Source: an optimization exercise on an open RTL-to-GDS flow (aim: small area and a short achievable clock period). Production flows keep margins and buffers that such runs may drop.
Function was checked by simulation only, so behaviour that the tests miss may differ from the original.
The clock input has no modelled driver; a real chip could not lean on it and would need a root buffer or a full tree.
Power and IR drop assume default switching activity.

==> flow/design.v <==
`timescale 1ns/1ns
module ParallelFIR(input wire clk,
                   input wire signed [7:0] x,
                   output reg signed [17:0] y);
  reg [7:0] x1, x2, x3, x4, x5, x6, x7, x8, x9, x10, x11, x12, x13, x14, x15, x16, x17;
  reg p4_0_0, p4_1_0, p4_1_1, p4_2_0, p4_2_1, p4_3_0, p4_3_1, p4_4_0, p4_4_1, p4_5_0, p4_5_1, p4_6_0, p4_6_1, p4_7_0, p4_7_1, p4_8_0, p4_8_1, p4_9_0, p4_9_1, p4_10_0, p4_10_1, p4_11_0, p4_11_1, p4_12_0, p3_0_0, p3_0_1, p3_1_0, p3_1_1, p3_2_0, p3_2_1, p3_3_0, p3_3_1, p3_4_0, p3_4_1, p3_5_0, p3_5_1, p3_6_0, p3_6_1, p3_7_0, p3_7_1, p3_8_0, p3_8_1, p3_9_0, p3_9_1, p3_10_0, p3_10_1, p3_11_0, p3_11_1, p3_12_0, p3_12_1, p3_13_0, p3_13_1, p3_14_0, p3_14_1, p2_0_0, p2_0_1, p2_1_0, p2_1_1, p2_2_0, p2_2_1, p2_3_0, p2_3_1, p2_4_0, p2_4_1, p2_5_0, p2_5_1, p2_6_0, p2_6_1, p2_7_0, p2_7_1, p2_8_0, p2_8_1, p2_9_0, p2_9_1, p2_10_0, p2_10_1, p2_11_0, p2_11_1, p2_12_0, p2_12_1, p2_13_0, p2_13_1, p2_14_0, p2_14_1, p2_15_0, p2_15_1, p2_16_0, p1_0_0, p1_0_1, p1_1_0, p1_1_1, p1_2_0, p1_2_1, p1_3_0, p1_3_1, p1_4_0, p1_4_1, p1_5_0, p1_5_1, p1_6_0, p1_6_1, p1_7_0, p1_7_1, p1_8_0, p1_8_1, p1_9_0, p1_9_1, p1_10_0, p1_10_1, p1_11_0, p1_11_1, p1_12_0, p1_12_1, p1_13_0, p1_13_1, p1_14_0, p1_14_1, p1_15_0, p1_15_1, p1_16_0, p1_16_1;
  wire [7:0] xo = {~x[7], x[6:0]};
  wire s1, c1;
  FullAdd u1 (.a(x12[2]), .b(x12[1]), .c(x15[3]), .s(s1), .co(c1));
  wire s2, c2;
  FullAdd u2 (.a(x12[3]), .b(x12[2]), .c(x12[0]), .s(s2), .co(c2));
  wire s3, c3;
  FullAdd u3 (.a(x13[1]), .b(x14[3]), .c(x14[1]), .s(s3), .co(c3));
  wire s4, c4;
  FullAdd u4 (.a(x12[4]), .b(x12[3]), .c(x12[1]), .s(s4), .co(c4));
  wire s5, c5;
  FullAdd u5 (.a(x13[2]), .b(x14[4]), .c(x14[2]), .s(s5), .co(c5));
  wire s6 = x15[5] ^ x16[4];
  wire c6 = x15[5] & x16[4];
  wire s7, c7;
  FullAdd u7 (.a(x12[5]), .b(x12[4]), .c(x12[2]), .s(s7), .co(c7));
  wire s8, c8;
  FullAdd u8 (.a(x13[3]), .b(x14[5]), .c(x14[3]), .s(s8), .co(c8));
  wire n9 = ~x17[5];
  wire s10, c10;
  FullAdd u10 (.a(x15[6]), .b(x16[5]), .c(n9), .s(s10), .co(c10));
  wire s11, c11;
  FullAdd u11 (.a(x12[6]), .b(x12[5]), .c(x12[3]), .s(s11), .co(c11));
  wire s12, c12;
  FullAdd u12 (.a(x13[4]), .b(x14[6]), .c(x14[4]), .s(s12), .co(c12));
  wire n13 = ~x17[6];
  wire s14, c14;
  FullAdd u14 (.a(x15[7]), .b(x16[6]), .c(n13), .s(s14), .co(c14));
  wire s15, c15;
  FullAdd u15 (.a(x12[7]), .b(x12[6]), .c(x12[4]), .s(s15), .co(c15));
  wire s16, c16;
  FullAdd u16 (.a(x13[5]), .b(x14[7]), .c(x14[5]), .s(s16), .co(c16));
  wire n17 = ~x17[7];
  wire s18 = x16[7] ^ n17;
  wire c18 = x16[7] & n17;
  wire s19 = x12[7] ^ x12[5];
  wire c19 = x12[7] & x12[5];
  wire s20 = x12[0] ^ x15[1];
  wire c20 = x12[0] & x15[1];
  wire s21, c21;
  FullAdd u21 (.a(x12[1]), .b(x12[0]), .c(x15[2]), .s(s21), .co(c21));
  wire n22 = ~x14[1];
  wire s23 = n22 ^ x16[1];
  wire c23 = n22 & x16[1];
  wire s24, c24;
  FullAdd u24 (.a(x13[0]), .b(x14[2]), .c(x14[0]), .s(s24), .co(c24));
  wire n25 = ~x17[2];
  wire s26, c26;
  FullAdd u26 (.a(x16[2]), .b(n25), .c(s1), .s(s26), .co(c26));
  wire s27, c27;
  FullAdd u27 (.a(x15[4]), .b(x16[3]), .c(c1), .s(s27), .co(c27));
  wire n28 = ~s2;
  wire s29, c29;
  FullAdd u29 (.a(x17[3]), .b(n28), .c(s3), .s(s29), .co(c29));
  wire s30, c30;
  FullAdd u30 (.a(s6), .b(c2), .c(s4), .s(s30), .co(c30));
  wire s31, c31;
  FullAdd u31 (.a(x17[4]), .b(c3), .c(s5), .s(s31), .co(c31));
  wire s32, c32;
  FullAdd u32 (.a(c6), .b(c4), .c(s7), .s(s32), .co(c32));
  wire n33 = ~s10;
  wire s34, c34;
  FullAdd u34 (.a(c5), .b(s8), .c(n33), .s(s34), .co(c34));
  wire s35, c35;
  FullAdd u35 (.a(c7), .b(c10), .c(s11), .s(s35), .co(c35));
  wire n36 = ~s14;
  wire s37, c37;
  FullAdd u37 (.a(c8), .b(s12), .c(n36), .s(s37), .co(c37));
  wire s38, c38;
  FullAdd u38 (.a(s18), .b(c11), .c(c14), .s(s38), .co(c38));
  wire n39 = ~s15;
  wire s40, c40;
  FullAdd u40 (.a(c12), .b(n39), .c(s16), .s(s40), .co(c40));
  wire s41, c41;
  FullAdd u41 (.a(s19), .b(c18), .c(c15), .s(s41), .co(c41));
  wire s42, c42;
  FullAdd u42 (.a(x13[6]), .b(x14[6]), .c(c16), .s(s42), .co(c42));
  wire n43 = ~x12[6];
  wire s44, c44;
  FullAdd u44 (.a(n43), .b(x13[7]), .c(x14[7]), .s(s44), .co(c44));
  wire s45 = x16[0] ^ s20;
  wire c45 = x16[0] & s20;
  wire s46, c46;
  FullAdd u46 (.a(c20), .b(s23), .c(s21), .s(s46), .co(c46));
  wire s47, c47;
  FullAdd u47 (.a(c23), .b(c21), .c(s26), .s(s47), .co(c47));
  wire n48 = ~c24;
  wire s49, c49;
  FullAdd u49 (.a(n48), .b(c26), .c(s27), .s(s49), .co(c49));
  wire n50 = ~s31;
  wire s51, c51;
  FullAdd u51 (.a(c27), .b(s30), .c(n50), .s(s51), .co(c51));
  wire n52 = ~c31;
  wire s53, c53;
  FullAdd u53 (.a(c30), .b(n52), .c(s32), .s(s53), .co(c53));
  wire n54 = ~c34;
  wire s55, c55;
  FullAdd u55 (.a(c32), .b(s35), .c(n54), .s(s55), .co(c55));
  wire n56 = ~c37;
  wire s57, c57;
  FullAdd u57 (.a(c35), .b(s38), .c(n56), .s(s57), .co(c57));
  wire n58 = ~s42;
  wire s59, c59;
  FullAdd u59 (.a(c38), .b(s41), .c(n58), .s(s59), .co(c59));
  wire n60 = ~s44;
  wire s61, c61;
  FullAdd u61 (.a(c19), .b(n60), .c(c41), .s(s61), .co(c61));
  wire n62 = ~x14[0];
  wire n63 = ~x17[0];
  wire s64 = n62 ^ n63;
  wire c64 = n62 & n63;
  wire n65 = ~x17[1];
  wire s66, c66;
  FullAdd u66 (.a(n65), .b(c45), .c(s46), .s(s66), .co(c66));
  wire n67 = ~s24;
  wire s68, c68;
  FullAdd u68 (.a(n67), .b(c46), .c(s47), .s(s68), .co(c68));
  wire n69 = ~s29;
  wire s70, c70;
  FullAdd u70 (.a(n69), .b(c47), .c(s49), .s(s70), .co(c70));
  wire n71 = ~c29;
  wire s72, c72;
  FullAdd u72 (.a(n71), .b(c49), .c(s51), .s(s72), .co(c72));
  wire n73 = ~s34;
  wire s74, c74;
  FullAdd u74 (.a(n73), .b(c51), .c(s53), .s(s74), .co(c74));
  wire n75 = ~s37;
  wire s76, c76;
  FullAdd u76 (.a(n75), .b(c53), .c(s55), .s(s76), .co(c76));
  wire n77 = ~s40;
  wire s78, c78;
  FullAdd u78 (.a(n77), .b(c55), .c(s57), .s(s78), .co(c78));
  wire n79 = ~c40;
  wire s80, c80;
  FullAdd u80 (.a(n79), .b(s59), .c(c57), .s(s80), .co(c80));
  wire n81 = ~c42;
  wire s82, c82;
  FullAdd u82 (.a(n81), .b(s61), .c(c59), .s(s82), .co(c82));
  wire n83 = ~c44;
  wire s84, c84;
  FullAdd u84 (.a(x12[7]), .b(n83), .c(c61), .s(s84), .co(c84));
  wire s85 = p4_4_0 ^ p4_4_1;
  wire c85 = p4_4_0 & p4_4_1;
  wire s86, c86;
  FullAdd u86 (.a(p4_5_0), .b(p4_5_1), .c(x9[4]), .s(s86), .co(c86));
  wire s87, c87;
  FullAdd u87 (.a(x9[1]), .b(x9[0]), .c(x10[2]), .s(s87), .co(c87));
  wire s88, c88;
  FullAdd u88 (.a(p4_6_0), .b(p4_6_1), .c(x9[5]), .s(s88), .co(c88));
  wire s89, c89;
  FullAdd u89 (.a(x9[2]), .b(x9[1]), .c(x10[3]), .s(s89), .co(c89));
  wire s90, c90;
  FullAdd u90 (.a(x10[0]), .b(x11[6]), .c(x11[5]), .s(s90), .co(c90));
  wire s91, c91;
  FullAdd u91 (.a(p4_7_0), .b(p4_7_1), .c(x9[6]), .s(s91), .co(c91));
  wire s92, c92;
  FullAdd u92 (.a(x9[3]), .b(x9[2]), .c(x10[4]), .s(s92), .co(c92));
  wire s93, c93;
  FullAdd u93 (.a(x10[1]), .b(x11[7]), .c(x11[6]), .s(s93), .co(c93));
  wire s94 = x12[5] ^ x12[3];
  wire c94 = x12[5] & x12[3];
  wire s95, c95;
  FullAdd u95 (.a(p4_8_0), .b(p4_8_1), .c(x9[7]), .s(s95), .co(c95));
  wire s96, c96;
  FullAdd u96 (.a(x9[4]), .b(x9[3]), .c(x10[5]), .s(s96), .co(c96));
  wire s97, c97;
  FullAdd u97 (.a(x10[2]), .b(x11[7]), .c(x11[5]), .s(s97), .co(c97));
  wire s98 = x12[6] ^ x12[4];
  wire c98 = x12[6] & x12[4];
  wire s99, c99;
  FullAdd u99 (.a(p4_9_0), .b(p4_9_1), .c(x9[5]), .s(s99), .co(c99));
  wire s100, c100;
  FullAdd u100 (.a(x9[4]), .b(x10[6]), .c(x12[7]), .s(s100), .co(c100));
  wire n101 = ~x10[3];
  wire n102 = ~x11[6];
  wire s103 = n101 ^ n102;
  wire c103 = n101 & n102;
  wire s104, c104;
  FullAdd u104 (.a(p4_10_0), .b(p4_10_1), .c(x9[6]), .s(s104), .co(c104));
  wire s105 = x9[5] ^ x10[7];
  wire c105 = x9[5] & x10[7];
  wire s106, c106;
  FullAdd u106 (.a(p4_3_0), .b(p4_3_1), .c(x9[2]), .s(s106), .co(c106));
  wire s107, c107;
  FullAdd u107 (.a(x9[3]), .b(x9[0]), .c(x10[1]), .s(s107), .co(c107));
  wire s108, c108;
  FullAdd u108 (.a(x11[4]), .b(x11[3]), .c(x11[1]), .s(s108), .co(c108));
  wire s109, c109;
  FullAdd u109 (.a(x11[5]), .b(x11[4]), .c(x11[2]), .s(s109), .co(c109));
  wire s110, c110;
  FullAdd u110 (.a(x12[3]), .b(x12[1]), .c(c85), .s(s110), .co(c110));
  wire s111 = s86 ^ s87;
  wire c111 = s86 & s87;
  wire s112, c112;
  FullAdd u112 (.a(x12[4]), .b(x12[2]), .c(c86), .s(s112), .co(c112));
  wire s113, c113;
  FullAdd u113 (.a(c87), .b(s88), .c(s89), .s(s113), .co(c113));
  wire s114, c114;
  FullAdd u114 (.a(x11[3]), .b(x11[1]), .c(s90), .s(s114), .co(c114));
  wire s115, c115;
  FullAdd u115 (.a(s94), .b(c88), .c(c89), .s(s115), .co(c115));
  wire s116, c116;
  FullAdd u116 (.a(x11[4]), .b(x11[2]), .c(c90), .s(s116), .co(c116));
  wire n117 = ~s93;
  wire s118, c118;
  FullAdd u118 (.a(s91), .b(s92), .c(n117), .s(s118), .co(c118));
  wire s119, c119;
  FullAdd u119 (.a(c94), .b(s98), .c(c91), .s(s119), .co(c119));
  wire s120, c120;
  FullAdd u120 (.a(c92), .b(s95), .c(s96), .s(s120), .co(c120));
  wire s121, c121;
  FullAdd u121 (.a(x11[3]), .b(c93), .c(s97), .s(s121), .co(c121));
  wire s122, c122;
  FullAdd u122 (.a(x12[5]), .b(c98), .c(s103), .s(s122), .co(c122));
  wire s123, c123;
  FullAdd u123 (.a(c95), .b(c96), .c(s99), .s(s123), .co(c123));
  wire n124 = ~s100;
  wire s125, c125;
  FullAdd u125 (.a(x11[4]), .b(c97), .c(n124), .s(s125), .co(c125));
  wire s126, c126;
  FullAdd u126 (.a(x10[4]), .b(x11[7]), .c(x11[5]), .s(s126), .co(c126));
  wire s127, c127;
  FullAdd u127 (.a(x12[6]), .b(s105), .c(c103), .s(s127), .co(c127));
  wire s128, c128;
  FullAdd u128 (.a(c99), .b(c100), .c(s104), .s(s128), .co(c128));
  wire s129, c129;
  FullAdd u129 (.a(p4_11_0), .b(p4_11_1), .c(x9[7]), .s(s129), .co(c129));
  wire s130, c130;
  FullAdd u130 (.a(x9[6]), .b(x12[7]), .c(c105), .s(s130), .co(c130));
  wire n131 = ~c104;
  wire s132, c132;
  FullAdd u132 (.a(x10[5]), .b(x11[6]), .c(n131), .s(s132), .co(c132));
  wire s133 = p4_12_0 ^ x9[7];
  wire c133 = p4_12_0 & x9[7];
  wire s134 = p4_1_0 ^ p4_1_1;
  wire c134 = p4_1_0 & p4_1_1;
  wire s135, c135;
  FullAdd u135 (.a(p4_2_0), .b(p4_2_1), .c(x9[1]), .s(s135), .co(c135));
  wire n136 = ~x11[2];
  wire n137 = ~x11[1];
  wire s138 = n136 ^ n137;
  wire c138 = n136 & n137;
  wire s139, c139;
  FullAdd u139 (.a(x11[3]), .b(x11[2]), .c(x11[0]), .s(s139), .co(c139));
  wire s140, c140;
  FullAdd u140 (.a(x10[0]), .b(x12[1]), .c(s106), .s(s140), .co(c140));
  wire s141, c141;
  FullAdd u141 (.a(x12[2]), .b(x12[0]), .c(s85), .s(s141), .co(c141));
  wire n142 = ~s108;
  wire s143, c143;
  FullAdd u143 (.a(c106), .b(s107), .c(n142), .s(s143), .co(c143));
  wire s144, c144;
  FullAdd u144 (.a(x11[0]), .b(c108), .c(s109), .s(s144), .co(c144));
  wire s145, c145;
  FullAdd u145 (.a(c107), .b(s110), .c(s111), .s(s145), .co(c145));
  wire s146, c146;
  FullAdd u146 (.a(c110), .b(c111), .c(s112), .s(s146), .co(c146));
  wire n147 = ~s113;
  wire s148, c148;
  FullAdd u148 (.a(c109), .b(n147), .c(s114), .s(s148), .co(c148));
  wire s149, c149;
  FullAdd u149 (.a(c112), .b(c113), .c(s115), .s(s149), .co(c149));
  wire n150 = ~s118;
  wire s151, c151;
  FullAdd u151 (.a(c114), .b(s116), .c(n150), .s(s151), .co(c151));
  wire s152, c152;
  FullAdd u152 (.a(c115), .b(s119), .c(s120), .s(s152), .co(c152));
  wire n153 = ~c118;
  wire s154, c154;
  FullAdd u154 (.a(c116), .b(s121), .c(n153), .s(s154), .co(c154));
  wire s155, c155;
  FullAdd u155 (.a(s122), .b(c119), .c(c120), .s(s155), .co(c155));
  wire n156 = ~s123;
  wire s157, c157;
  FullAdd u157 (.a(c121), .b(n156), .c(s125), .s(s157), .co(c157));
  wire s158, c158;
  FullAdd u158 (.a(c122), .b(s127), .c(c123), .s(s158), .co(c158));
  wire n159 = ~s128;
  wire s160, c160;
  FullAdd u160 (.a(s126), .b(n159), .c(c125), .s(s160), .co(c160));
  wire s161, c161;
  FullAdd u161 (.a(s129), .b(c127), .c(s130), .s(s161), .co(c161));
  wire n162 = ~c128;
  wire s163, c163;
  FullAdd u163 (.a(c126), .b(n162), .c(s132), .s(s163), .co(c163));
  wire s164, c164;
  FullAdd u164 (.a(s133), .b(c129), .c(c130), .s(s164), .co(c164));
  wire s165, c165;
  FullAdd u165 (.a(x10[6]), .b(x11[7]), .c(c132), .s(s165), .co(c165));
  wire s166 = x9[0] ^ s134;
  wire c166 = x9[0] & s134;
  wire s167, c167;
  FullAdd u167 (.a(x12[0]), .b(c134), .c(s138), .s(s167), .co(c167));
  wire s168, c168;
  FullAdd u168 (.a(c138), .b(c135), .c(s140), .s(s168), .co(c168));
  wire s169, c169;
  FullAdd u169 (.a(s141), .b(c140), .c(s143), .s(s169), .co(c169));
  wire s170, c170;
  FullAdd u170 (.a(c141), .b(c143), .c(s145), .s(s170), .co(c170));
  wire n171 = ~c144;
  wire s172, c172;
  FullAdd u172 (.a(n171), .b(c145), .c(s146), .s(s172), .co(c172));
  wire n173 = ~c148;
  wire s174, c174;
  FullAdd u174 (.a(c146), .b(s149), .c(n173), .s(s174), .co(c174));
  wire n175 = ~c151;
  wire s176, c176;
  FullAdd u176 (.a(c149), .b(s152), .c(n175), .s(s176), .co(c176));
  wire n177 = ~c154;
  wire s178, c178;
  FullAdd u178 (.a(c152), .b(s155), .c(n177), .s(s178), .co(c178));
  wire n179 = ~c157;
  wire s180, c180;
  FullAdd u180 (.a(c155), .b(s158), .c(n179), .s(s180), .co(c180));
  wire n181 = ~c160;
  wire s182, c182;
  FullAdd u182 (.a(s161), .b(c158), .c(n181), .s(s182), .co(c182));
  wire n183 = ~c163;
  wire s184, c184;
  FullAdd u184 (.a(c161), .b(s164), .c(n183), .s(s184), .co(c184));
  wire n185 = ~x10[7];
  wire s186, c186;
  FullAdd u186 (.a(n185), .b(c133), .c(c164), .s(s186), .co(c186));
  wire n187 = ~x11[0];
  wire s188 = n137 ^ n187;
  wire c188 = n137 & n187;
  wire s189, c189;
  FullAdd u189 (.a(s135), .b(c166), .c(s167), .s(s189), .co(c189));
  wire n190 = ~s139;
  wire s191, c191;
  FullAdd u191 (.a(n190), .b(c167), .c(s168), .s(s191), .co(c191));
  wire n192 = ~c139;
  wire s193, c193;
  FullAdd u193 (.a(n192), .b(c168), .c(s169), .s(s193), .co(c193));
  wire n194 = ~s144;
  wire s195, c195;
  FullAdd u195 (.a(n194), .b(c169), .c(s170), .s(s195), .co(c195));
  wire n196 = ~s148;
  wire s197, c197;
  FullAdd u197 (.a(n196), .b(c170), .c(s172), .s(s197), .co(c197));
  wire n198 = ~s151;
  wire s199, c199;
  FullAdd u199 (.a(n198), .b(c172), .c(s174), .s(s199), .co(c199));
  wire n200 = ~s154;
  wire s201, c201;
  FullAdd u201 (.a(n200), .b(c174), .c(s176), .s(s201), .co(c201));
  wire n202 = ~s157;
  wire s203, c203;
  FullAdd u203 (.a(n202), .b(c176), .c(s178), .s(s203), .co(c203));
  wire n204 = ~s160;
  wire s205, c205;
  FullAdd u205 (.a(n204), .b(c178), .c(s180), .s(s205), .co(c205));
  wire n206 = ~s163;
  wire s207, c207;
  FullAdd u207 (.a(n206), .b(c180), .c(s182), .s(s207), .co(c207));
  wire n208 = ~s165;
  wire s209, c209;
  FullAdd u209 (.a(n208), .b(c182), .c(s184), .s(s209), .co(c209));
  wire n210 = ~c165;
  wire s211, c211;
  FullAdd u211 (.a(n210), .b(s186), .c(c184), .s(s211), .co(c211));
  wire s212 = 1'b1 ^ p3_4_0;
  wire c212 = 1'b1 & p3_4_0;
  wire s213 = 1'b1 ^ p3_5_0 ^ p3_5_1;
  wire c213 = (1'b1 & p3_5_0) | (1'b1 & p3_5_1) | (p3_5_0 & p3_5_1);
  wire s214, c214;
  FullAdd u214 (.a(x7[2]), .b(x8[4]), .c(x8[1]), .s(s214), .co(c214));
  wire s215 = 1'b1 ^ p3_6_0 ^ p3_6_1;
  wire c215 = (1'b1 & p3_6_0) | (1'b1 & p3_6_1) | (p3_6_0 & p3_6_1);
  wire s216, c216;
  FullAdd u216 (.a(x7[3]), .b(x8[5]), .c(x8[2]), .s(s216), .co(c216));
  wire s217, c217;
  FullAdd u217 (.a(x6[6]), .b(x6[5]), .c(x6[3]), .s(s217), .co(c217));
  wire s218, c218;
  FullAdd u218 (.a(p3_7_0), .b(p3_7_1), .c(x7[4]), .s(s218), .co(c218));
  wire s219, c219;
  FullAdd u219 (.a(x8[6]), .b(x8[3]), .c(x8[2]), .s(s219), .co(c219));
  wire s220, c220;
  FullAdd u220 (.a(x6[7]), .b(x6[6]), .c(x6[4]), .s(s220), .co(c220));
  wire n221 = ~x6[2];
  wire n222 = ~x7[1];
  wire s223 = n221 ^ n222;
  wire c223 = n221 & n222;
  wire s224, c224;
  FullAdd u224 (.a(p3_8_0), .b(p3_8_1), .c(x7[5]), .s(s224), .co(c224));
  wire s225, c225;
  FullAdd u225 (.a(x8[7]), .b(x8[4]), .c(x8[3]), .s(s225), .co(c225));
  wire s226, c226;
  FullAdd u226 (.a(x6[7]), .b(x6[5]), .c(x6[3]), .s(s226), .co(c226));
  wire s227 = 1'b1 ^ p3_9_0 ^ p3_9_1;
  wire c227 = (1'b1 & p3_9_0) | (1'b1 & p3_9_1) | (p3_9_0 & p3_9_1);
  wire s228, c228;
  FullAdd u228 (.a(x7[6]), .b(x8[5]), .c(x8[4]), .s(s228), .co(c228));
  wire s229, c229;
  FullAdd u229 (.a(p3_10_0), .b(p3_10_1), .c(x7[7]), .s(s229), .co(c229));
  wire s230 = 1'b1 ^ p3_1_0;
  wire c230 = 1'b1 & p3_1_0;
  wire s231 = 1'b1 ^ p3_2_0 ^ p3_2_1;
  wire c231 = (1'b1 & p3_2_0) | (1'b1 & p3_2_1) | (p3_2_0 & p3_2_1);
  wire s232 = 1'b1 ^ p3_3_0 ^ p3_3_1;
  wire c232 = (1'b1 & p3_3_0) | (1'b1 & p3_3_1) | (p3_3_0 & p3_3_1);
  wire s233, c233;
  FullAdd u233 (.a(x6[3]), .b(x6[2]), .c(x6[0]), .s(s233), .co(c233));
  wire s234, c234;
  FullAdd u234 (.a(p3_4_1), .b(x7[1]), .c(x8[3]), .s(s234), .co(c234));
  wire s235, c235;
  FullAdd u235 (.a(x6[4]), .b(x6[3]), .c(x6[1]), .s(s235), .co(c235));
  wire s236 = x8[0] ^ s212;
  wire c236 = x8[0] & s212;
  wire s237, c237;
  FullAdd u237 (.a(x6[5]), .b(x6[4]), .c(x6[2]), .s(s237), .co(c237));
  wire s238, c238;
  FullAdd u238 (.a(x8[0]), .b(c212), .c(s213), .s(s238), .co(c238));
  wire n239 = ~s214;
  wire s240, c240;
  FullAdd u240 (.a(x6[0]), .b(x9[5]), .c(n239), .s(s240), .co(c240));
  wire s241, c241;
  FullAdd u241 (.a(x6[1]), .b(x7[0]), .c(x9[6]), .s(s241), .co(c241));
  wire s242, c242;
  FullAdd u242 (.a(x8[1]), .b(c213), .c(c214), .s(s242), .co(c242));
  wire n243 = ~s217;
  wire s244, c244;
  FullAdd u244 (.a(s215), .b(s216), .c(n243), .s(s244), .co(c244));
  wire s245, c245;
  FullAdd u245 (.a(x9[0]), .b(s223), .c(c215), .s(s245), .co(c245));
  wire s246, c246;
  FullAdd u246 (.a(c216), .b(s218), .c(s219), .s(s246), .co(c246));
  wire s247, c247;
  FullAdd u247 (.a(x9[7]), .b(c217), .c(s220), .s(s247), .co(c247));
  wire s248, c248;
  FullAdd u248 (.a(x9[1]), .b(c223), .c(c218), .s(s248), .co(c248));
  wire s249, c249;
  FullAdd u249 (.a(c219), .b(s224), .c(s225), .s(s249), .co(c249));
  wire s250, c250;
  FullAdd u250 (.a(x7[2]), .b(c220), .c(s226), .s(s250), .co(c250));
  wire s251, c251;
  FullAdd u251 (.a(x6[6]), .b(x6[4]), .c(x7[3]), .s(s251), .co(c251));
  wire s252, c252;
  FullAdd u252 (.a(x9[2]), .b(c224), .c(c225), .s(s252), .co(c252));
  wire n253 = ~c226;
  wire s254, c254;
  FullAdd u254 (.a(n253), .b(s227), .c(s228), .s(s254), .co(c254));
  wire s255, c255;
  FullAdd u255 (.a(x8[6]), .b(x8[5]), .c(x9[3]), .s(s255), .co(c255));
  wire s256, c256;
  FullAdd u256 (.a(x6[7]), .b(x6[5]), .c(x7[4]), .s(s256), .co(c256));
  wire s257, c257;
  FullAdd u257 (.a(c227), .b(c228), .c(s229), .s(s257), .co(c257));
  wire s258 = 1'b1 ^ p3_11_0 ^ p3_11_1;
  wire c258 = (1'b1 & p3_11_0) | (1'b1 & p3_11_1) | (p3_11_0 & p3_11_1);
  wire s259, c259;
  FullAdd u259 (.a(x8[7]), .b(x8[6]), .c(x9[4]), .s(s259), .co(c259));
  wire n260 = ~c229;
  wire s261, c261;
  FullAdd u261 (.a(x6[6]), .b(x7[5]), .c(n260), .s(s261), .co(c261));
  wire s262 = 1'b1 ^ p3_12_0 ^ p3_12_1;
  wire c262 = (1'b1 & p3_12_0) | (1'b1 & p3_12_1) | (p3_12_0 & p3_12_1);
  wire n263 = ~x8[7];
  wire s264, c264;
  FullAdd u264 (.a(x6[7]), .b(x7[6]), .c(n263), .s(s264), .co(c264));
  wire s265 = 1'b1 ^ p3_0_0;
  wire c265 = 1'b1 & p3_0_0;
  wire s266, c266;
  FullAdd u266 (.a(x6[1]), .b(x6[0]), .c(x9[1]), .s(s266), .co(c266));
  wire s267 = p3_1_1 ^ x8[0];
  wire c267 = p3_1_1 & x8[0];
  wire s268, c268;
  FullAdd u268 (.a(x6[2]), .b(x6[1]), .c(x9[2]), .s(s268), .co(c268));
  wire s269, c269;
  FullAdd u269 (.a(x8[1]), .b(c230), .c(s231), .s(s269), .co(c269));
  wire s270, c270;
  FullAdd u270 (.a(x7[0]), .b(x8[2]), .c(c231), .s(s270), .co(c270));
  wire n271 = ~s232;
  wire s272, c272;
  FullAdd u272 (.a(x9[3]), .b(n271), .c(s233), .s(s272), .co(c272));
  wire s273, c273;
  FullAdd u273 (.a(x9[4]), .b(c233), .c(s235), .s(s273), .co(c273));
  wire s274, c274;
  FullAdd u274 (.a(c232), .b(s234), .c(s236), .s(s274), .co(c274));
  wire s275, c275;
  FullAdd u275 (.a(c234), .b(c236), .c(s238), .s(s275), .co(c275));
  wire s276, c276;
  FullAdd u276 (.a(c235), .b(s237), .c(s240), .s(s276), .co(c276));
  wire s277, c277;
  FullAdd u277 (.a(c237), .b(s241), .c(c240), .s(s277), .co(c277));
  wire s278, c278;
  FullAdd u278 (.a(c238), .b(s242), .c(s244), .s(s278), .co(c278));
  wire s279, c279;
  FullAdd u279 (.a(c242), .b(s245), .c(s246), .s(s279), .co(c279));
  wire n280 = ~c244;
  wire s281, c281;
  FullAdd u281 (.a(c241), .b(s247), .c(n280), .s(s281), .co(c281));
  wire s282, c282;
  FullAdd u282 (.a(c245), .b(c246), .c(s248), .s(s282), .co(c282));
  wire n283 = ~s249;
  wire s284, c284;
  FullAdd u284 (.a(c247), .b(n283), .c(s250), .s(s284), .co(c284));
  wire s285, c285;
  FullAdd u285 (.a(c248), .b(c249), .c(s252), .s(s285), .co(c285));
  wire n286 = ~s254;
  wire s287, c287;
  FullAdd u287 (.a(s251), .b(c250), .c(n286), .s(s287), .co(c287));
  wire s288, c288;
  FullAdd u288 (.a(s255), .b(c252), .c(c254), .s(s288), .co(c288));
  wire n289 = ~s257;
  wire s290, c290;
  FullAdd u290 (.a(c251), .b(s256), .c(n289), .s(s290), .co(c290));
  wire s291, c291;
  FullAdd u291 (.a(c255), .b(s258), .c(s259), .s(s291), .co(c291));
  wire n292 = ~c257;
  wire s293, c293;
  FullAdd u293 (.a(c256), .b(n292), .c(s261), .s(s293), .co(c293));
  wire s294, c294;
  FullAdd u294 (.a(x9[5]), .b(c258), .c(c259), .s(s294), .co(c294));
  wire n295 = ~s262;
  wire s296, c296;
  FullAdd u296 (.a(n295), .b(s264), .c(c261), .s(s296), .co(c296));
  wire s297, c297;
  FullAdd u297 (.a(p3_13_0), .b(p3_13_1), .c(x9[6]), .s(s297), .co(c297));
  wire n298 = ~c262;
  wire s299, c299;
  FullAdd u299 (.a(x7[7]), .b(n298), .c(c264), .s(s299), .co(c299));
  wire s300 = 1'b1 ^ p3_14_0 ^ p3_14_1;
  wire c300 = (1'b1 & p3_14_0) | (1'b1 & p3_14_1) | (p3_14_0 & p3_14_1);
  wire n301 = ~p3_0_1;
  wire n302 = ~x6[0];
  wire s303 = n301 ^ n302;
  wire c303 = n301 & n302;
  wire s304, c304;
  FullAdd u304 (.a(c265), .b(s267), .c(s230), .s(s304), .co(c304));
  wire n305 = ~c267;
  wire s306, c306;
  FullAdd u306 (.a(n305), .b(c266), .c(s268), .s(s306), .co(c306));
  wire n307 = ~c268;
  wire s308, c308;
  FullAdd u308 (.a(n307), .b(c269), .c(s270), .s(s308), .co(c308));
  wire n309 = ~c270;
  wire s310, c310;
  FullAdd u310 (.a(n309), .b(s273), .c(c272), .s(s310), .co(c310));
  wire n311 = ~c273;
  wire s312, c312;
  FullAdd u312 (.a(n311), .b(c274), .c(s275), .s(s312), .co(c312));
  wire n313 = ~c275;
  wire s314, c314;
  FullAdd u314 (.a(n313), .b(c276), .c(s277), .s(s314), .co(c314));
  wire n315 = ~c277;
  wire s316, c316;
  FullAdd u316 (.a(n315), .b(s279), .c(c278), .s(s316), .co(c316));
  wire n317 = ~c281;
  wire s318, c318;
  FullAdd u318 (.a(c279), .b(s282), .c(n317), .s(s318), .co(c318));
  wire n319 = ~c284;
  wire s320, c320;
  FullAdd u320 (.a(c282), .b(s285), .c(n319), .s(s320), .co(c320));
  wire n321 = ~c287;
  wire s322, c322;
  FullAdd u322 (.a(c285), .b(s288), .c(n321), .s(s322), .co(c322));
  wire n323 = ~c290;
  wire s324, c324;
  FullAdd u324 (.a(s291), .b(c288), .c(n323), .s(s324), .co(c324));
  wire n325 = ~c293;
  wire s326, c326;
  FullAdd u326 (.a(c291), .b(s294), .c(n325), .s(s326), .co(c326));
  wire n327 = ~s299;
  wire s328, c328;
  FullAdd u328 (.a(s297), .b(c294), .c(n327), .s(s328), .co(c328));
  wire s329, c329;
  FullAdd u329 (.a(x9[7]), .b(c297), .c(s300), .s(s329), .co(c329));
  wire s330 = s265 ^ s303;
  wire c330 = s265 & s303;
  wire n331 = ~s266;
  wire s332, c332;
  FullAdd u332 (.a(c303), .b(n331), .c(s304), .s(s332), .co(c332));
  wire n333 = ~s306;
  wire s334, c334;
  FullAdd u334 (.a(c304), .b(n333), .c(s269), .s(s334), .co(c334));
  wire n335 = ~s308;
  wire s336, c336;
  FullAdd u336 (.a(c306), .b(s272), .c(n335), .s(s336), .co(c336));
  wire n337 = ~s310;
  wire s338, c338;
  FullAdd u338 (.a(s274), .b(c308), .c(n337), .s(s338), .co(c338));
  wire n339 = ~s312;
  wire s340, c340;
  FullAdd u340 (.a(c310), .b(s276), .c(n339), .s(s340), .co(c340));
  wire n341 = ~s314;
  wire s342, c342;
  FullAdd u342 (.a(s278), .b(c312), .c(n341), .s(s342), .co(c342));
  wire n343 = ~s316;
  wire s344, c344;
  FullAdd u344 (.a(s281), .b(c314), .c(n343), .s(s344), .co(c344));
  wire n345 = ~s284;
  wire s346, c346;
  FullAdd u346 (.a(n345), .b(c316), .c(s318), .s(s346), .co(c346));
  wire n347 = ~s287;
  wire s348, c348;
  FullAdd u348 (.a(n347), .b(c318), .c(s320), .s(s348), .co(c348));
  wire n349 = ~s290;
  wire s350, c350;
  FullAdd u350 (.a(n349), .b(c320), .c(s322), .s(s350), .co(c350));
  wire n351 = ~s293;
  wire s352, c352;
  FullAdd u352 (.a(n351), .b(c322), .c(s324), .s(s352), .co(c352));
  wire n353 = ~s296;
  wire s354, c354;
  FullAdd u354 (.a(n353), .b(c324), .c(s326), .s(s354), .co(c354));
  wire n355 = ~c296;
  wire s356, c356;
  FullAdd u356 (.a(n355), .b(s328), .c(c326), .s(s356), .co(c356));
  wire n357 = ~c299;
  wire s358, c358;
  FullAdd u358 (.a(n357), .b(s329), .c(c328), .s(s358), .co(c358));
  wire s359 = 1'b1 ^ c300 ^ c329;
  wire c359 = (1'b1 & c300) | (1'b1 & c329) | (c300 & c329);
  wire s360 = p2_3_0 ^ x1[2];
  wire c360 = p2_3_0 & x1[2];
  wire s361, c361;
  FullAdd u361 (.a(p2_4_1), .b(x1[3]), .c(x2[4]), .s(s361), .co(c361));
  wire s362, c362;
  FullAdd u362 (.a(x5[3]), .b(x5[2]), .c(x5[0]), .s(s362), .co(c362));
  wire s363, c363;
  FullAdd u363 (.a(p2_5_0), .b(x1[4]), .c(x2[5]), .s(s363), .co(c363));
  wire s364, c364;
  FullAdd u364 (.a(x5[4]), .b(x5[3]), .c(x5[1]), .s(s364), .co(c364));
  wire s365 = x6[3] ^ x6[1];
  wire c365 = x6[3] & x6[1];
  wire s366, c366;
  FullAdd u366 (.a(p2_6_1), .b(x1[5]), .c(x2[6]), .s(s366), .co(c366));
  wire s367, c367;
  FullAdd u367 (.a(x5[5]), .b(x5[4]), .c(x5[2]), .s(s367), .co(c367));
  wire s368, c368;
  FullAdd u368 (.a(p2_6_0), .b(x3[5]), .c(x3[3]), .s(s368), .co(c368));
  wire s369, c369;
  FullAdd u369 (.a(p2_7_0), .b(x1[6]), .c(x2[7]), .s(s369), .co(c369));
  wire s370, c370;
  FullAdd u370 (.a(x5[6]), .b(x5[5]), .c(x5[3]), .s(s370), .co(c370));
  wire s371, c371;
  FullAdd u371 (.a(p2_7_1), .b(x3[6]), .c(x3[4]), .s(s371), .co(c371));
  wire s372, c372;
  FullAdd u372 (.a(p2_8_1), .b(x1[7]), .c(x5[7]), .s(s372), .co(c372));
  wire s373, c373;
  FullAdd u373 (.a(x5[6]), .b(x5[4]), .c(x6[6]), .s(s373), .co(c373));
  wire n374 = ~p2_8_0;
  wire n375 = ~x3[7];
  wire s376 = n374 ^ n375;
  wire c376 = n374 & n375;
  wire s377, c377;
  FullAdd u377 (.a(p2_9_0), .b(p2_9_1), .c(x5[7]), .s(s377), .co(c377));
  wire s378, c378;
  FullAdd u378 (.a(p2_2_0), .b(p2_2_1), .c(x1[1]), .s(s378), .co(c378));
  wire s379, c379;
  FullAdd u379 (.a(x2[3]), .b(x5[2]), .c(x5[1]), .s(s379), .co(c379));
  wire s380, c380;
  FullAdd u380 (.a(p2_3_1), .b(x3[2]), .c(x3[0]), .s(s380), .co(c380));
  wire s381, c381;
  FullAdd u381 (.a(p2_4_0), .b(x3[3]), .c(x3[1]), .s(s381), .co(c381));
  wire s382, c382;
  FullAdd u382 (.a(x6[2]), .b(x6[0]), .c(c360), .s(s382), .co(c382));
  wire s383 = s361 ^ s362;
  wire c383 = s361 & s362;
  wire s384, c384;
  FullAdd u384 (.a(p2_5_1), .b(x3[4]), .c(x3[2]), .s(s384), .co(c384));
  wire s385, c385;
  FullAdd u385 (.a(s365), .b(c361), .c(c362), .s(s385), .co(c385));
  wire n386 = ~x4[2];
  wire s387, c387;
  FullAdd u387 (.a(n386), .b(s363), .c(s364), .s(s387), .co(c387));
  wire s388, c388;
  FullAdd u388 (.a(x6[4]), .b(x6[2]), .c(c365), .s(s388), .co(c388));
  wire s389, c389;
  FullAdd u389 (.a(c363), .b(c364), .c(s366), .s(s389), .co(c389));
  wire n390 = ~s367;
  wire s391, c391;
  FullAdd u391 (.a(x4[3]), .b(n390), .c(s368), .s(s391), .co(c391));
  wire s392, c392;
  FullAdd u392 (.a(x6[5]), .b(x6[3]), .c(c366), .s(s392), .co(c392));
  wire s393, c393;
  FullAdd u393 (.a(c367), .b(s369), .c(s370), .s(s393), .co(c393));
  wire s394, c394;
  FullAdd u394 (.a(x4[4]), .b(c368), .c(s371), .s(s394), .co(c394));
  wire s395, c395;
  FullAdd u395 (.a(x6[4]), .b(s376), .c(c369), .s(s395), .co(c395));
  wire s396, c396;
  FullAdd u396 (.a(x3[5]), .b(x4[5]), .c(c371), .s(s396), .co(c396));
  wire s397, c397;
  FullAdd u397 (.a(c370), .b(s372), .c(s373), .s(s397), .co(c397));
  wire s398, c398;
  FullAdd u398 (.a(x5[5]), .b(x6[7]), .c(x6[5]), .s(s398), .co(c398));
  wire s399, c399;
  FullAdd u399 (.a(c376), .b(c372), .c(c373), .s(s399), .co(c399));
  wire n400 = ~s377;
  wire s401, c401;
  FullAdd u401 (.a(x3[6]), .b(x4[6]), .c(n400), .s(s401), .co(c401));
  wire s402, c402;
  FullAdd u402 (.a(p2_10_0), .b(p2_10_1), .c(x5[6]), .s(s402), .co(c402));
  wire n403 = ~x6[6];
  wire s404, c404;
  FullAdd u404 (.a(x3[7]), .b(x4[7]), .c(n403), .s(s404), .co(c404));
  wire s405, c405;
  FullAdd u405 (.a(p2_1_0), .b(p2_1_1), .c(x1[0]), .s(s405), .co(c405));
  wire s406, c406;
  FullAdd u406 (.a(x2[2]), .b(x5[1]), .c(x5[0]), .s(s406), .co(c406));
  wire s407 = x6[0] ^ s378;
  wire c407 = x6[0] & s378;
  wire s408, c408;
  FullAdd u408 (.a(x6[1]), .b(s360), .c(c378), .s(s408), .co(c408));
  wire n409 = ~s379;
  wire s410, c410;
  FullAdd u410 (.a(x4[0]), .b(n409), .c(s380), .s(s410), .co(c410));
  wire s411, c411;
  FullAdd u411 (.a(x4[1]), .b(c380), .c(s381), .s(s411), .co(c411));
  wire s412, c412;
  FullAdd u412 (.a(c379), .b(s382), .c(s383), .s(s412), .co(c412));
  wire s413, c413;
  FullAdd u413 (.a(c382), .b(c383), .c(s385), .s(s413), .co(c413));
  wire n414 = ~s387;
  wire s415, c415;
  FullAdd u415 (.a(c381), .b(s384), .c(n414), .s(s415), .co(c415));
  wire s416, c416;
  FullAdd u416 (.a(s388), .b(c385), .c(c387), .s(s416), .co(c416));
  wire n417 = ~s389;
  wire s418, c418;
  FullAdd u418 (.a(c384), .b(n417), .c(s391), .s(s418), .co(c418));
  wire s419, c419;
  FullAdd u419 (.a(c388), .b(c389), .c(s392), .s(s419), .co(c419));
  wire n420 = ~s393;
  wire s421, c421;
  FullAdd u421 (.a(n420), .b(s394), .c(c391), .s(s421), .co(c421));
  wire s422, c422;
  FullAdd u422 (.a(c392), .b(c393), .c(s395), .s(s422), .co(c422));
  wire n423 = ~s397;
  wire s424, c424;
  FullAdd u424 (.a(c394), .b(s396), .c(n423), .s(s424), .co(c424));
  wire s425, c425;
  FullAdd u425 (.a(s398), .b(c395), .c(c397), .s(s425), .co(c425));
  wire n426 = ~s399;
  wire s427, c427;
  FullAdd u427 (.a(c396), .b(n426), .c(s401), .s(s427), .co(c427));
  wire s428, c428;
  FullAdd u428 (.a(c398), .b(c377), .c(s402), .s(s428), .co(c428));
  wire n429 = ~c399;
  wire s430, c430;
  FullAdd u430 (.a(s404), .b(n429), .c(c401), .s(s430), .co(c430));
  wire s431, c431;
  FullAdd u431 (.a(p2_11_0), .b(p2_11_1), .c(x5[7]), .s(s431), .co(c431));
  wire n432 = ~c404;
  wire s433, c433;
  FullAdd u433 (.a(x6[7]), .b(c402), .c(n432), .s(s433), .co(c433));
  wire s434 = x2[1] ^ x5[0];
  wire c434 = x2[1] & x5[0];
  wire s435, c435;
  FullAdd u435 (.a(c405), .b(s406), .c(s407), .s(s435), .co(c435));
  wire s436, c436;
  FullAdd u436 (.a(c406), .b(c407), .c(s408), .s(s436), .co(c436));
  wire n437 = ~c408;
  wire s438, c438;
  FullAdd u438 (.a(n437), .b(s411), .c(c410), .s(s438), .co(c438));
  wire n439 = ~c411;
  wire s440, c440;
  FullAdd u440 (.a(n439), .b(c412), .c(s413), .s(s440), .co(c440));
  wire n441 = ~c415;
  wire s442, c442;
  FullAdd u442 (.a(c413), .b(s416), .c(n441), .s(s442), .co(c442));
  wire n443 = ~c418;
  wire s444, c444;
  FullAdd u444 (.a(c416), .b(s419), .c(n443), .s(s444), .co(c444));
  wire n445 = ~c421;
  wire s446, c446;
  FullAdd u446 (.a(c419), .b(s422), .c(n445), .s(s446), .co(c446));
  wire n447 = ~c424;
  wire s448, c448;
  FullAdd u448 (.a(c422), .b(s425), .c(n447), .s(s448), .co(c448));
  wire n449 = ~c427;
  wire s450, c450;
  FullAdd u450 (.a(s428), .b(c425), .c(n449), .s(s450), .co(c450));
  wire s451, c451;
  FullAdd u451 (.a(s431), .b(c428), .c(s433), .s(s451), .co(c451));
  wire s452, c452;
  FullAdd u452 (.a(p2_12_0), .b(p2_12_1), .c(c431), .s(s452), .co(c452));
  wire s453 = p2_0_0 ^ x2[0];
  wire c453 = p2_0_0 & x2[0];
  wire n454 = ~x3[0];
  wire s455, c455;
  FullAdd u455 (.a(n454), .b(s434), .c(s405), .s(s455), .co(c455));
  wire n456 = ~x3[1];
  wire s457, c457;
  FullAdd u457 (.a(n456), .b(c434), .c(s435), .s(s457), .co(c457));
  wire n458 = ~s410;
  wire s459, c459;
  FullAdd u459 (.a(n458), .b(c435), .c(s436), .s(s459), .co(c459));
  wire n460 = ~s438;
  wire s461, c461;
  FullAdd u461 (.a(s412), .b(c436), .c(n460), .s(s461), .co(c461));
  wire n462 = ~s440;
  wire s463, c463;
  FullAdd u463 (.a(c438), .b(s415), .c(n462), .s(s463), .co(c463));
  wire n464 = ~s418;
  wire s465, c465;
  FullAdd u465 (.a(n464), .b(c440), .c(s442), .s(s465), .co(c465));
  wire n466 = ~s421;
  wire s467, c467;
  FullAdd u467 (.a(n466), .b(c442), .c(s444), .s(s467), .co(c467));
  wire n468 = ~s424;
  wire s469, c469;
  FullAdd u469 (.a(n468), .b(c444), .c(s446), .s(s469), .co(c469));
  wire n470 = ~s427;
  wire s471, c471;
  FullAdd u471 (.a(n470), .b(c446), .c(s448), .s(s471), .co(c471));
  wire n472 = ~s430;
  wire s473, c473;
  FullAdd u473 (.a(n472), .b(c448), .c(s450), .s(s473), .co(c473));
  wire n474 = ~c430;
  wire s475, c475;
  FullAdd u475 (.a(n474), .b(s451), .c(c450), .s(s475), .co(c475));
  wire s476, c476;
  FullAdd u476 (.a(s452), .b(c433), .c(c451), .s(s476), .co(c476));
  wire s477, c477;
  FullAdd u477 (.a(p2_13_0), .b(p2_13_1), .c(c452), .s(s477), .co(c477));
  wire s478 = p2_14_0 ^ p2_14_1;
  wire c478 = p2_14_0 & p2_14_1;
  wire s479 = p2_15_0 ^ p2_15_1;
  wire c479 = p2_15_0 & p2_15_1;
  wire s480 = p1_1_0 ^ p1_1_1;
  wire c480 = p1_1_0 & p1_1_1;
  wire n481 = ~x1[1];
  wire s482, c482;
  FullAdd u482 (.a(p1_2_0), .b(p1_2_1), .c(n481), .s(s482), .co(c482));
  wire n483 = ~x1[2];
  wire s484, c484;
  FullAdd u484 (.a(p1_3_0), .b(p1_3_1), .c(n483), .s(s484), .co(c484));
  wire n485 = ~x1[3];
  wire s486, c486;
  FullAdd u486 (.a(p1_4_0), .b(p1_4_1), .c(n485), .s(s486), .co(c486));
  wire n487 = ~p1_5_0;
  wire s488, c488;
  FullAdd u488 (.a(n487), .b(p1_5_1), .c(x1[4]), .s(s488), .co(c488));
  wire n489 = ~p1_6_1;
  wire s490, c490;
  FullAdd u490 (.a(p1_6_0), .b(n489), .c(x1[5]), .s(s490), .co(c490));
  wire n491 = ~x1[6];
  wire s492, c492;
  FullAdd u492 (.a(p1_7_0), .b(p1_7_1), .c(n491), .s(s492), .co(c492));
  wire n493 = ~x1[7];
  wire s494, c494;
  FullAdd u494 (.a(p1_8_0), .b(p1_8_1), .c(n493), .s(s494), .co(c494));
  wire s495 = p1_9_0 ^ p1_9_1;
  wire c495 = p1_9_0 & p1_9_1;
  wire s496 = p1_10_0 ^ p1_10_1;
  wire c496 = p1_10_0 & p1_10_1;
  wire s497 = p1_11_0 ^ p1_11_1;
  wire c497 = p1_11_0 & p1_11_1;
  wire s498 = p1_12_0 ^ p1_12_1;
  wire c498 = p1_12_0 & p1_12_1;
  wire s499 = p1_13_0 ^ p1_13_1;
  wire c499 = p1_13_0 & p1_13_1;
  wire s500 = p1_14_0 ^ p1_14_1;
  wire c500 = p1_14_0 & p1_14_1;
  wire s501 = p1_15_0 ^ p1_15_1;
  wire c501 = p1_15_0 & p1_15_1;
  wire s502 = p1_16_0 ^ p1_16_1;
  wire c502 = p1_16_0 & p1_16_1;
  wire [17:0] r0 = {c502, c501, c500, c499, c498, c497, c496, c495, c494, c492, ~c490, ~c488, c486, c484, c482, c480, s480, p1_0_0};
  wire [17:0] r1 = {1'b1, s502, s501, s500, s499, s498, s497, s496, s495, s494, s492, ~s490, ~s488, s486, s484, s482, ~x1[0], ~p1_0_1};
  always @(posedge clk) begin
    x1 <= xo;
    x2 <= x1;
    x3 <= x2;
    x4 <= x3;
    x5 <= x4;
    x6 <= x5;
    x7 <= x6;
    x8 <= x7;
    x9 <= x8;
    x10 <= x9;
    x11 <= x10;
    x12 <= x11;
    x13 <= x12;
    x14 <= x13;
    x15 <= x14;
    x16 <= x15;
    x17 <= x16;
    p4_0_0 <= x15[0];
    p4_1_0 <= s64;
    p4_1_1 <= s45;
    p4_2_0 <= c64;
    p4_2_1 <= s66;
    p4_3_0 <= c66;
    p4_3_1 <= s68;
    p4_4_0 <= c68;
    p4_4_1 <= s70;
    p4_5_0 <= c70;
    p4_5_1 <= s72;
    p4_6_0 <= c72;
    p4_6_1 <= s74;
    p4_7_0 <= c74;
    p4_7_1 <= s76;
    p4_8_0 <= c76;
    p4_8_1 <= s78;
    p4_9_0 <= c78;
    p4_9_1 <= s80;
    p4_10_0 <= c80;
    p4_10_1 <= s82;
    p4_11_0 <= c82;
    p4_11_1 <= s84;
    p4_12_0 <= c84;
    p3_0_0 <= p4_0_0;
    p3_0_1 <= x11[0];
    p3_1_0 <= s188;
    p3_1_1 <= s166;
    p3_2_0 <= c188;
    p3_2_1 <= s189;
    p3_3_0 <= c189;
    p3_3_1 <= s191;
    p3_4_0 <= c191;
    p3_4_1 <= s193;
    p3_5_0 <= c193;
    p3_5_1 <= s195;
    p3_6_0 <= c195;
    p3_6_1 <= s197;
    p3_7_0 <= c197;
    p3_7_1 <= s199;
    p3_8_0 <= c199;
    p3_8_1 <= s201;
    p3_9_0 <= c201;
    p3_9_1 <= s203;
    p3_10_0 <= c203;
    p3_10_1 <= s205;
    p3_11_0 <= c205;
    p3_11_1 <= s207;
    p3_12_0 <= c207;
    p3_12_1 <= s209;
    p3_13_0 <= c209;
    p3_13_1 <= s211;
    p3_14_0 <= c211;
    p3_14_1 <= c186;
    p2_0_0 <= s330;
    p2_0_1 <= x9[0];
    p2_1_0 <= c330;
    p2_1_1 <= s332;
    p2_2_0 <= c332;
    p2_2_1 <= s334;
    p2_3_0 <= c334;
    p2_3_1 <= s336;
    p2_4_0 <= c336;
    p2_4_1 <= s338;
    p2_5_0 <= c338;
    p2_5_1 <= s340;
    p2_6_0 <= c340;
    p2_6_1 <= s342;
    p2_7_0 <= c342;
    p2_7_1 <= s344;
    p2_8_0 <= c344;
    p2_8_1 <= s346;
    p2_9_0 <= c346;
    p2_9_1 <= s348;
    p2_10_0 <= c348;
    p2_10_1 <= s350;
    p2_11_0 <= c350;
    p2_11_1 <= s352;
    p2_12_0 <= c352;
    p2_12_1 <= s354;
    p2_13_0 <= c354;
    p2_13_1 <= s356;
    p2_14_0 <= c356;
    p2_14_1 <= s358;
    p2_15_0 <= c358;
    p2_15_1 <= s359;
    p2_16_0 <= c359;
    p1_0_0 <= s453;
    p1_0_1 <= p2_0_1;
    p1_1_0 <= c453;
    p1_1_1 <= s455;
    p1_2_0 <= c455;
    p1_2_1 <= s457;
    p1_3_0 <= c457;
    p1_3_1 <= s459;
    p1_4_0 <= c459;
    p1_4_1 <= s461;
    p1_5_0 <= c461;
    p1_5_1 <= s463;
    p1_6_0 <= c463;
    p1_6_1 <= s465;
    p1_7_0 <= c465;
    p1_7_1 <= s467;
    p1_8_0 <= c467;
    p1_8_1 <= s469;
    p1_9_0 <= c469;
    p1_9_1 <= s471;
    p1_10_0 <= c471;
    p1_10_1 <= s473;
    p1_11_0 <= c473;
    p1_11_1 <= s475;
    p1_12_0 <= c475;
    p1_12_1 <= s476;
    p1_13_0 <= c476;
    p1_13_1 <= s477;
    p1_14_0 <= c477;
    p1_14_1 <= s478;
    p1_15_0 <= c478;
    p1_15_1 <= s479;
    p1_16_0 <= c479;
    p1_16_1 <= p2_16_0;
    y <= r0 + r1;
  end
endmodule
module FullAdd(input wire a, input wire b, input wire c,
               output wire s, output wire co);
  assign s = a ^ b ^ c;
  assign co = (a & b) | (a & c) | (b & c);
endmodule
==> flow/flow/run.sh <==
#!/bin/bash
# The standard layout with three changes to how it is made (the SDC and
# its clock period are unchanged): repair_timing keeps extra setup margin, so
# that it sizes the design for a shorter achieved period; the clock tree uses
# larger clusters and no dummy loads; the port buffers are buf_2 cells.
# Each tool's output is in the ORFS logs; make's output is in standard.log.
set -e
export SETUP_SLACK_MARGIN=8.0
export CTS_ARGS="-sink_clustering_enable -repair_clock_nets -dont_use_dummy_load -buf_list sky130_fd_sc_hd__clkbuf_16 -sink_clustering_size 30 -sink_clustering_max_diameter 200"
export BUFFER_PORTS_ARGS="-buffer_cell sky130_fd_sc_hd__buf_2"
bash standard.sh > standard.log 2>&1
==> flow/standard.sh <==
#!/bin/bash
# synth_recipe.tcl (not shown) runs the flow's synth.tcl, then flattens the netlist and writes it again
# the make line also repeats each setting of config.mk as NAME=value (left out here)
make -C /OpenROAD-flow-scripts/flow DESIGN_CONFIG=/design/flow/config.mk WORK_HOME=/design/flow/orfs CLKGATE_MAP_FILE= SYNTH_SCRIPT=/design/flow/synth_recipe.tcl "${@:-finish}"
==> flow/config.mk <==
export PLATFORM = sky130hd
export DESIGN_NAME = ParallelFIR
export DESIGN_NICKNAME = ParallelFIR
export VERILOG_FILES = /design/flow/design.v
export SDC_FILE = /design/flow/constraint.sdc
export NUM_CORES = 4
export LEC_CHECK = 0
export CAP_MARGIN = 20
export CORE_MARGIN = 2
export CORE_UTILIZATION = 50
export SLEW_MARGIN = 20
export SYNTH_HIERARCHICAL = 1
export SYNTH_MINIMUM_KEEP_SIZE = 0
==> flow/constraint.sdc <==
create_clock -name core_clock -period 11.0 [get_ports {clk}]
set_input_delay 2.2000 -clock core_clock [delete_from_list [all_inputs] [get_ports {clk}]]
set_output_delay 2.2000 -clock core_clock [all_outputs]
set_load 0.01 [all_outputs]
==> reports/metrics.cfg, run 1 <==
[sta]
worstMarginPinSlew_ns=0.580
fmax_mhz=320
skew_ns=0.0108
tns_ns=0
fin_crit_ns=3.13
report.final.hold_viol_count=0
setup_violations=0
drv_slew=0
slew_headroom_pct=61.0
whs_ns=0.340
period_share_pct=28.4
rsz0062_at_grt=true

[detailed_routing]
viasPerCell=4.69
wl_per_cell_um=16.1
drtAntennaViolNets=0
first_pass_iters=4
drc_errors=0
num_vias=6082
wirelength_mm=20.9
drt-initial-drc-count=238

[synth]
netlist_area_um2=13600
netlist_top_cells_area=fa_1 (45%), dfxtp_1 (40%), ha_1 (6.2%)
synthCells=912
synth_nets=1293
ys_seq_area_share_pct=39.7
yosysTopAreaCellShare_pct=44.8
synth_cell_types=36
avgSynthCellArea_um2=14.9
ys_ff_latch=270
synth_warnings=7
synth_top_area_cell=fa_1

[clock_network]
clock_path_buffers=3
clock_sinks=270
cts_tree=built
hold_buffers=0
cts_htree_levels=1
clock_latency_ns=0.49
cts_buffers=12
cts-root-buf=clkbuf_16
path_clk_slew_ns=0.11

[final_layout]
synthToLayoutAreaGrowth_pct=7.45
final_common_cell=fa_1
top_register=y
n_antenna_cell=0
final_cell_mix=fa_1 (303), dfxtp_1 (226), inv_1 (188)
layout-drive-gt1-share_pct=10.3
final_nets=1340
final_area_um2=14600
final_util_pct=54.5
largest_reg_flops=18

[global_routing]
grt_pass1_vias=7295
grt_max_degree=31
grt_overflow_total=0
grt_pass1_wl_mm=37.7
grt_usage_pct=17.2
antenna_found_initial=0

[floorplan]
dieArea_um2=28600
core_um2=26900
io_pins=27
dieWidth_um=169
start_util_pct=50.7
rows=60
die_y_um=169

[setup_path]
worstSetupStartpointType=register
worst-path-buf-inv=1
worstSetupPathType=reg2out
path_delay_family=flip-flops
slowest_delay_ns=0.32
worst-path-max-fanout=1
critPathSlowestCell=dfxtp_1
cp-end-kind=output port
arrival_ns=0.93
required_ns=8.80
path_cells=buf_2

[power_and_ir_drop]
p_int_mw=2.85
netSwitchingFraction_pct=40.7
power_frac_clock_pct=10.3
cellPowerDensity_nw_per_um2=328
power_frac_seq_pct=31.1
leakagePower_nw=6.53
p_comb_share_pct=58.6
peakVddDrop_mv=0.158
p_switching_mw=1.96

[placed_design]
dp_hpwl_mm=17.6
portBuffers=26
place_area_um2=14200
place_congestion=0.764

[min_path]
hp-class=reg2reg

[outcome]
outcome=finished clean

[flow_run]
cap_violations=0

==> power by group through the flow <==
| stage | sequential (mW) | combinational, mW | clock, mW |
|---|---|---|---|
| 2_1_floorplan | 1.50 | 2.16 | 0 |
| 3_3_place_gp | 1.53 | 2.84 | 0 |
| 3_5_place_dp | 1.53 | 2.91 | 0 |
| 4_1_cts | 1.51 | 2.92 | 0.520 |
| 5_1_grt | 1.53 | 3.46 | 0.551 |
| 6_report | 1.49 | 2.82 | 0.494 |
==> cells in the mapped netlist (all sizes together) <==
cell	instances
nand4b	1
nand2b	2
nor2	6
dfxtp	270
a21boi	1
a2111oi	1
a31o	1
a311oi	1
xnor2	9
fa	305
a211oi	5
a21o	8
a211o	2
and2	1
inv	188
nand4	2
o221ai	1
a21oi	12
o21a	1
and3	2
o21bai	1
nand2	5
mux2i	1
o21ai	5
a221oi	1
xor2	4
o211ai	3
nor4	1
nor3	2
nor2b	1
nand3	2
ha	67
==> final timing paths <==
path,depth (start not counted),slack (ns),endpoint,from
max,1,7.87,y[5],y[5]
min,0,0.34,x16[0],x15[0]
max reg2reg,6,8.05,p2_7_1,x8[6]
min reg2reg,0,0.34,x16[0],x15[0]
==> layer usage <==
| metal | GRT usage, % | routed length, um | share of wire [%] | up-vias |
|---|---|---|---|---|
| met5 | 0 | 0 | 0 | - |
| met4 | 3.08 | 333 | 1.6 | 0 |
| met3 | 2.13 | 461 | 2.2 | 13 |
| met2 | 29.7 | 10600 | 51 | 43 |
| met1 | 23.9 | 9500 | 45 | 3226 |
| li1 | - | - | - | 2800 |
==> cell families after synthesis <==
logic type	share of synthesized area (%)
adder cells (fa/ha/maj)	51.0
flip-flops	39.7
buffers and inverters	5.18
AO/OA/AOI/OAI	2.19
AND/OR/NAND/NOR	1.11
XOR/XNOR	0.835
multiplexers	0.0735
==> worst reg2reg max path, cell delays in order, from the launching register on <==
cell and delay [ns]:
dfxtp_2 0.38, fa_1 0.56, fa_1 0.43, fa_1 0.48, fa_1 0.51, inv_1 0.04
fa_1 0.43
==> Yosys stat by module, one instance, submodules excluded <==
module,cells inside,times used,area (um^2)
FullAdd,1,304,20.0
ParallelFIR,608,1,7540
==> per-stage QoR <==
stage | setup slack, ns | power, mW | instances
global route | 7.82 | 5.54 | 1298
CTS | 7.84 | 4.95 | 1291
global placement | 7.88 | 4.37 | 1279
detailed placement | 7.83 | 4.44 | 1279
floorplan | 8.06 | 3.67 | 912
finish | 7.87 | 4.80 | 1298
==> what timing repair did <==
action                                  CTS  global route
setup buffers                             0             7
endpoints found under the setup margin   43            38
gates resized for setup                  19            43
hold endpoints to repair                  0             0
==> cell type report <==
class                      instances  area (um^2)
tap                              341          427
fill                            2235        12200
inverter                         188          706
clock buffer                      12          300
multi-input combinational        454         7530
timing repair buffer              33          189
sequential                       270         5500
==> inputs of run 2 (changes only) <==
==> flow/flow/run.sh (replaced) <==
#!/bin/bash
# The standard layout with these changes to how it is made (the SDC and
# its clock period are unchanged):
#  - repair_timing keeps extra setup margin, so that it sizes the design for a
#    shorter achieved period;
#  - the clock tree uses larger sink clusters and no dummy loads, and after CTS
#    its branch level is removed (flatten_clock.tcl), so every register is
#    clocked through the root buffer and one leaf buffer;
#  - the port buffers are buf_2 cells.
# Each tool's full output is in the ORFS logs; make's output is in
# standard_cts.log and standard.log, the clock edit's in flatten_clock.log.
set -e
export SETUP_SLACK_MARGIN=8.0
export CTS_ARGS="-sink_clustering_enable -repair_clock_nets -dont_use_dummy_load -buf_list sky130_fd_sc_hd__clkbuf_16 -sink_clustering_size 30 -sink_clustering_max_diameter 200"
export BUFFER_PORTS_ARGS="-buffer_cell sky130_fd_sc_hd__buf_2"
bash standard.sh cts > standard_cts.log 2>&1
CTS_ODB=$PWD/orfs/results/$FLOW_PLATFORM/ParallelFIR/base/4_cts.odb openroad -no_init -exit flow/flatten_clock.tcl > flatten_clock.log 2>&1
bash standard.sh > standard.log 2>&1
==> flow/flow/flatten_clock.tcl (new file) <==
# Make the clock tree two levels deep: the leaf buffers that CTS hung below
# intermediate branch buffers are moved onto the root buffer's net, and the
# branch buffers removed.  Every register keeps the same number of buffers
# (root + leaf) between the clock port and its clock pin.
set odb_file $::env(CTS_ODB)
read_db $odb_file
set block [ord::get_db_block]
set clk [$block findNet clk]
set roots {}
foreach it [$clk getITerms] { lappend roots [$it getInst] }
if {[llength $roots] != 1} { puts "root count [llength $roots], nothing done"; exit 0 }
set root [lindex $roots 0]
set rootnet [[$root findITerm X] getNet]
puts "root [$root getName] ([[$root getMaster] getName]) net [$rootnet getName]"
set mids {}
foreach it [$rootnet getITerms] {
  set inst [$it getInst]
  if {$inst eq $root} continue
  set m [[$inst getMaster] getName]
  if {![string match "sky130_fd_sc_hd__clkbuf_*" $m]} { puts "non-buffer load [$inst getName] $m, nothing done"; exit 0 }
  lappend mids $inst
}
set moved 0
foreach mid $mids {
  set out [[$mid findITerm X] getNet]
  set loads {}
  foreach it [$out getITerms] {
    if {[$it getInst] ne $mid} { lappend loads $it }
  }
  # only flatten if every load below is itself a clock buffer (a leaf)
  set ok 1
  foreach it $loads {
    if {![string match "sky130_fd_sc_hd__clkbuf_*" [[[$it getInst] getMaster] getName]]} { set ok 0 }
  }
  if {!$ok} { puts "[$mid getName] drives registers, kept"; continue }
  foreach it $loads {
    $it disconnect
    $it connect $rootnet
    incr moved
  }
  puts "removed [$mid getName] ([llength $loads] leaves)"
  odb::dbInst_destroy $mid
  odb::dbNet_destroy $out
}
puts "moved $moved leaf buffers onto [$rootnet getName]"
write_db $odb_file
==> reports/metrics.cfg, run 2 <==
[final_layout]
final_cell_mix=fa_1 (304), dfxtp_1 (228), inv_1 (188)
synthToLayoutAreaGrowth_pct=7.11
largest_reg_flops=18  ; unchanged
top_register=y
final_nets=1338  ; -0.15%
final_common_cell=fa_1
n_antenna_cell=0  ; unchanged
fillers=2243  ; +0.36%

[placed_design]
place_congestion=0.764  ; unchanged
place_area_um2=14200  ; unchanged
placed_cells=1279  ; unchanged
portBuffers=26  ; unchanged

[power_and_ir_drop]
p_switching_mw=1.95  ; -0.14%
cellPowerDensity_nw_per_um2=326  ; -0.46%
p_comb_share_pct=59.2  ; +0.6 points
p_int_mw=2.81  ; -1.2%
peakVddDrop_mv=0.153  ; -2.7%
power_frac_clock_pct=9.5  ; -0.8 points

[synth]
avgSynthCellArea_um2=14.9  ; unchanged
synth_edf_count=0  ; unchanged
yosys.area_share.simple_pct=1.11  ; unchanged
synthMuxAreaShare_pct=0.0734  ; unchanged
synth-compound-area-share_pct=2.19  ; unchanged
yosys.area_share.adder_pct=51.0  ; unchanged
ys.flop_type=dfxtp_1
ys_ff_latch=270  ; unchanged
yosysTopAreaCellShare_pct=44.8  ; unchanged
synthTopCellsByCount=fa_1 (305), dfxtp_1 (270), inv_1 (188)
async_reset_ff_share_pct=0  ; unchanged

[floorplan]
io_pins=27  ; unchanged
core_um2=26900  ; unchanged
rows=60  ; unchanged
die_y_um=169  ; unchanged

[sta]
setup_violations=0  ; unchanged
period_share_pct=27.9  ; -0.55 points
report.final.hold_viol_count=0  ; unchanged
tns_ns=0  ; unchanged
fmax_mhz=326  ; +2.0%
fin_crit_ns=3.07  ; -0.0600 ns
rsz0062_at_grt=true
skew_ns=0.00777  ; -0.00306 ns

[global_routing]
antenna_found_initial=0  ; unchanged
grt_pass1_wl_mm=37.6  ; -0.22%
use_met2_pct=29.7  ; unchanged
grt_use_met3_pct=3.34  ; +1.2 points
grt_usage_pct=17.7  ; +0.55 points
grt_pass1_vias=7264  ; -0.42%
grt_overflow_total=0  ; unchanged

[setup_path]
worst-path-buf-inv=1  ; unchanged
slowest_delay_ns=0.32  ; about the same
r2r_start=x8[3]
path_cells=buf_2
cp-end-kind=output port
ff2ff_path_depth=6  ; unchanged
arrival_ns=0.87  ; -0.06 ns
path_delay_family=flip-flops
endpoint=y[5]
worst-path-max-fanout=1  ; unchanged
worstSetupStartpointType=register
r2r_slack_ns=8.04  ; about the same
r2r-end=p2_7_1

[detailed_routing]
drt-initial-drc-count=260  ; +9.2%
viasPerCell=4.68  ; -0.18%
wirelength_mm=20.9  ; about the same
num_vias=6062  ; -0.33%
drc_errors=0  ; unchanged
first_pass_iters=4  ; unchanged

[min_path]
hp-class=reg2reg

[flow_run]
cap_violations=0  ; unchanged

[outcome]
outcome=finished clean

[clock_network]
hold_buffers=0  ; unchanged

[run 2: cell counts after synthesis]
No cell type changed its count.
[run 2: stage by stage]
stage / hold slack (ns) / worst slack, ns
after CTS: 0.342 / 7.84
after floorplan: 0.310 / 8.06
after detailed placement: 0.314 / 7.83
after global routing: 0.357 / 7.87
final: 0.339 / 7.93
after global placement: 0.312 / 7.88
[run 2: routing by layer]
layer,up-vias,routed length [um]
li1,2798,-
met1,3208,9540
met2,43,10700
met3,13,432
met4,0,308
met5,-,0
[run 2: power by group through the flow]
stage | sequential, mW | combinational, mW | clock, mW
6_report | 1.49 | 2.82 | 0.453
5_1_grt | 1.53 | 3.45 | 0.510
4_1_cts | 1.51 | 2.92 | 0.520
3_5_place_dp | 1.53 | 2.91 | 0
3_3_place_gp | 1.53 | 2.84 | 0
2_1_floorplan | 1.50 | 2.16 | 0
[run 2: worst min-delay path by stage]
stage	endpoint	slack, ns	depth (start not counted)
2_1_floorplan	p1_16_1	0.31	0
3_3_place_gp	x16[0]	0.31	0
3_5_place_dp	p1_16_1	0.31	0
4_1_cts	x16[0]	0.34	0
5_1_grt	x16[0]	0.36	0
6_report	p1_16_1	0.34	0
[run 2: timing repair]
item	in CTS	in global routing
buffers inserted	0	7
pin swaps	0	5
resized for setup	19	43
setup endpoints to repair	43	38
[run 2: cell type report]
class                           instances  area [um^2]  share of cell area (%)
Inverter                              188          706                    4.83
Clock buffer                           10          250                    1.71
Sequential cell                       270         5500                    37.7
Timing Repair Buffer                   33          189                    1.29
Multi-Input combinational cell        454         7520                    51.6
Tap cell                              341          427                    2.92
[run 2: kinds of logic after synthesis]
group,after synthesis
adders and majority gates,372
xor gates and xnor gates,13
DFF,270
and+or+nand+nor,25
buffers and inverters,188
AOI/OAI and AO/OA,43
muxes,1
[run 2: modules after synthesis (local to each module, per instance)]
module / cell area [um^2] / copies in the design / cells / flip-flops and latches
FullAdd: 20.0 / 304 / 1 / 0
ParallelFIR: 7540 / 1 / 608 / 270

Check on run 2: ideal ports give 7.934 ns setup slack; a clkbuf_16 on the clock port and buf_2 on the inputs give 7.887 ns; moving port delays by the midpoint clock arrival (0.469 ns) as well gives 8.043 ns.
